Source: an optimization exercise on an open RTL-to-GDS flow (aim: small area, a short achievable clock period and few clock cycles). Production flows keep margins and buffers that such runs may drop.

// LMFE
module LMFE ( clk, reset, Din, in_en, busy, out_valid, Dout, mem_cen, mem_wen, mem_addr, mem_d, mem_q);
Size in the first run: roughly 720 flip-flops, roughly 49 I/O pins, about 0.021 mm2 of cells after synthesis.
clock: 6.0 ns
lec_check: 0
cap_margin: 20
core_margin: 2
core_utilization: 40
cts_buf_list: sky130_fd_sc_hd__clkbuf_16
cts_cluster_diameter: 60
cts_cluster_size: 30
setup_slack_margin: 3.1
slew_margin: 20
standard.sh (not shown) runs the stock make flow with config.mk's settings and CLKGATE_MAP_FILE= SYNTH_SCRIPT=/design/flow/synth_recipe.tcl, a recipe that flattens the netlist after the stock synthesis.
==> flow/flow/run.sh <==
#!/bin/bash
# The standard layout (the standard.sh, unchanged synthesis script and
# settings from config.mk), except that Yosys does not extract full-adder
# cells: with ADDER_MAP_FILE empty, ORFS's synth.tcl skips extract_fa, so ABC
# maps the adder trees from plain gates (faster than sky130 fa_1 cells).
# Registers are unaffected.
set -euo pipefail
export ADDER_MAP_FILE=
bash standard.sh > standard.log 2>&1
Next try:
--- a/flow/design.v
+++ b/flow/design.v
@@ -234,39 +234,52 @@
   assign msb[43] = P43[7];
   assign msb[44] = P44[7];
   assign msb[45] = P45[7];
   assign msb[46] = P46[7];
   assign msb[47] = P47[7];
   assign msb[48] = P48[7];
 reg  [2:0] ccr;                            
-reg  [2:0] CC0, CC1, CC2, CC3, CC4, CC5;    
 reg  [5:0] sreg;                           
 reg  [6:0] colact_n;                      
 reg  [4:0] k0_n;
-reg  [2:0] ccsel;
+reg  [6:0] cmsb;
+integer ci;
+always @(*) begin
+  for (ci = 0; ci < 7; ci = ci + 1) begin
+    case (k)
+      3'd0:    cmsb[ci] = msb[ci];
+      3'd1:    cmsb[ci] = msb[8 + ci];
+      3'd2:    cmsb[ci] = msb[16 + ci];
+      3'd3:    cmsb[ci] = msb[24 + ci];
+      3'd4:    cmsb[ci] = msb[32 + ci];
+      default: cmsb[ci] = msb[40 + ci];
+    endcase
+  end
+end
+wire [2:0] ccol = {2'b0, ~cmsb[0]} + {2'b0, ~cmsb[1]} + {2'b0, ~cmsb[2]} + {2'b0, ~cmsb[3]} +
+                  {2'b0, ~cmsb[4]} + {2'b0, ~cmsb[5]} + {2'b0, ~cmsb[6]};
+reg        cact;
 always @(*) begin
   case (k)
-    3'd1:    ccsel = colact_n[2] ? CC1 : 3'd0;
-    3'd2:    ccsel = colact_n[3] ? CC2 : 3'd0;
-    3'd3:    ccsel = colact_n[4] ? CC3 : 3'd0;
-    3'd4:    ccsel = colact_n[5] ? CC4 : 3'd0;
-    3'd5:    ccsel = colact_n[6] ? CC5 : 3'd0;
-    3'd6:    ccsel = colact_n[0] ? ccr : 3'd0;
-    default: ccsel = 3'd0;
+    3'd0:    cact = colact[1];
+    3'd1:    cact = colact_n[2];
+    3'd2:    cact = colact_n[3];
+    3'd3:    cact = colact_n[4];
+    3'd4:    cact = colact_n[5];
+    default: cact = colact_n[6];
   endcase
 end
-wire [5:0] sbase = (k == 3'd1) ? (colact_n[1] ? {3'b0, CC0} : 6'd0) : sreg;
-wire [5:0] snext = sbase + {3'b0, ccsel};
-wire [5:0] sfin  = sreg + {3'b0, colact_n[0] ? ccr : 3'd0};    
+reg  [2:0] ccreg;
+always @(posedge clk) ccreg <= cact ? ccol : 3'd0;
+wire [5:0] sbase = (k == 3'd1) ? 6'd0 : sreg;
+wire [5:0] snext = sbase + {3'b0, ccreg};
+wire [5:0] sfin  = snext + {3'b0, colact_n[0] ? ccr : 3'd0};    
 always @(posedge clk) begin
   ccr <= ((k == 3'd0) ? 3'd0 : ccr) + {2'b0, ~bus[7]};
-  if (k == 3'd0) begin
-    CC0 <= ccr; CC1 <= CC0; CC2 <= CC1; CC3 <= CC2; CC4 <= CC3; CC5 <= CC4;
-  end
-  sreg <= snext;
+  sreg <= (k == 3'd6) ? sfin : snext;
   if (k == 3'd0) begin
     colact_n <= colact;
     k0_n     <= k0;
   end
 end
 wire e7 = colact_n[0] & ~msb[0];               
 wire [5:0] z7 = sreg + {5'b0, e7};
@@ -323,14 +336,15 @@
   assign act[42] = colact_n[6];
   assign act[43] = colact_n[6];
   assign act[44] = colact_n[6];
   assign act[45] = colact_n[6];
   assign act[46] = colact_n[6];
   assign act[47] = colact_n[6];
   assign act[48] = colact_n[6];
+wire [48:0] finit = act & ~(msb ^ {49{d7}});
 wire init = run & (k == 3'd0);
 wire [61:0] tap;
   assign tap[0] = P0[0];
   assign tap[1] = P1[3];
   assign tap[2] = P2[6];
   assign tap[3] = P3[2];
   assign tap[4] = P4[5];
@@ -721,22 +735,22 @@
   wire cz_12;
   assign cz_11 = cz_10 ^ cz_6 ^ pr0[14];
   assign cz_12 = (cz_10 & cz_6) | (cz_10 & pr0[14]) | (cz_6 & pr0[14]);
   wire [6:0] ya = {cz_12, cz_11, cz_8, cz_7, cz_1, pr0[1], pr0[0]};
   wire [6:0] yb = {1'b0, 1'b0, cz_9, 1'b0, 1'b0, pr0[2], 1'b0};
   assign y = ya + yb;
 wire d = ~y[6];
-wire [62:0] fa = init ? {{(63-50){1'b0}}, act, 1'b0} : {Flast[61:0], 1'b0};
-wire [62:0] fb = init ? {{(63-50){1'b0}}, msb, 1'b0} : {tapl[61:0], 1'b0};
-wire             fc = init ? d7 : d;
+wire [62:0] Fu1 = Flast & tapl;
+wire [62:0] Fu0 = Flast & ~tapl;
+wire [62:0] Fi  = {{(63-50){1'b0}}, finit, 1'b0};
 always @(posedge clk) begin
   F1 <= {F0[61:0], 1'b0};
   M1 <= M0;
   R1 <= R0;
-  F0 <= fa & ~(fb ^ {63{fc}});
+  F0 <= d ? (init ? Fi : {Fu1[61:0], 1'b0}) : (init ? Fi : {Fu0[61:0], 1'b0});
   if (init) begin
     M0 <= minit;
     R0 <= {6'b0, d7};
   end else begin
     M0 <= d ? y[5:0] : mlast;
     R0 <= {Rlast[5:0], d};
   end
@@ -794,10 +808,10 @@
     endcase
   end
 end
 always @(posedge clk) begin
   if ((pre || (run && k == 3'd0)) && in_en) din_r <= Din;
   if (run && k == 3'd0) accf <= in_en;
   if (pre || (run && k == 3'd6)) addr_r <= ldpos[9:0];
-  else if (run) addr_r <= {rr[2:0], ldcol};
+  else addr_r <= {rr[2:0], ldcol};
 end
 endmodule
Result:
- The changed run passed the timing, DRC and antenna checks
- sequential share of layout area fell by 2.3 points
- fmax rose by about 7%
- cell count rose by 4.6%
- global-route usage rose by 0.41 points
- first-iteration DRC count fell by about 3.7%
Function was not checked in any run of this note: the RTL went through the layout flow alone.

## static timing again, ports no longer ideal
Ports are ideal in the flow. The routed layouts listed here were re-timed in OpenROAD. Step 1, drivers: a clkbuf_16 drives clk and a buf_2 each remaining input, both assumed. Step 2 times the ports against the registers' clock, not the clock port: input delays grow and output delays shrink by t, the midpoint of the rising clock arrivals with the driver on. Three values: no drivers, after step 1, after step 2; two values: the first two.
run | t, ns | slack for setup (ns) | worst setup path after step 2
the first run | 0.639 | 2.930 / 2.930 / 2.792 | input to register
the second run | 0.642 | 3.121 / 3.100 / 2.672 | input to register
After both steps setup and hold are still met in every run listed. The setup slack of the second run, which loses most, moves by -0.021 ns with the drivers and by -0.449 ns with both steps.
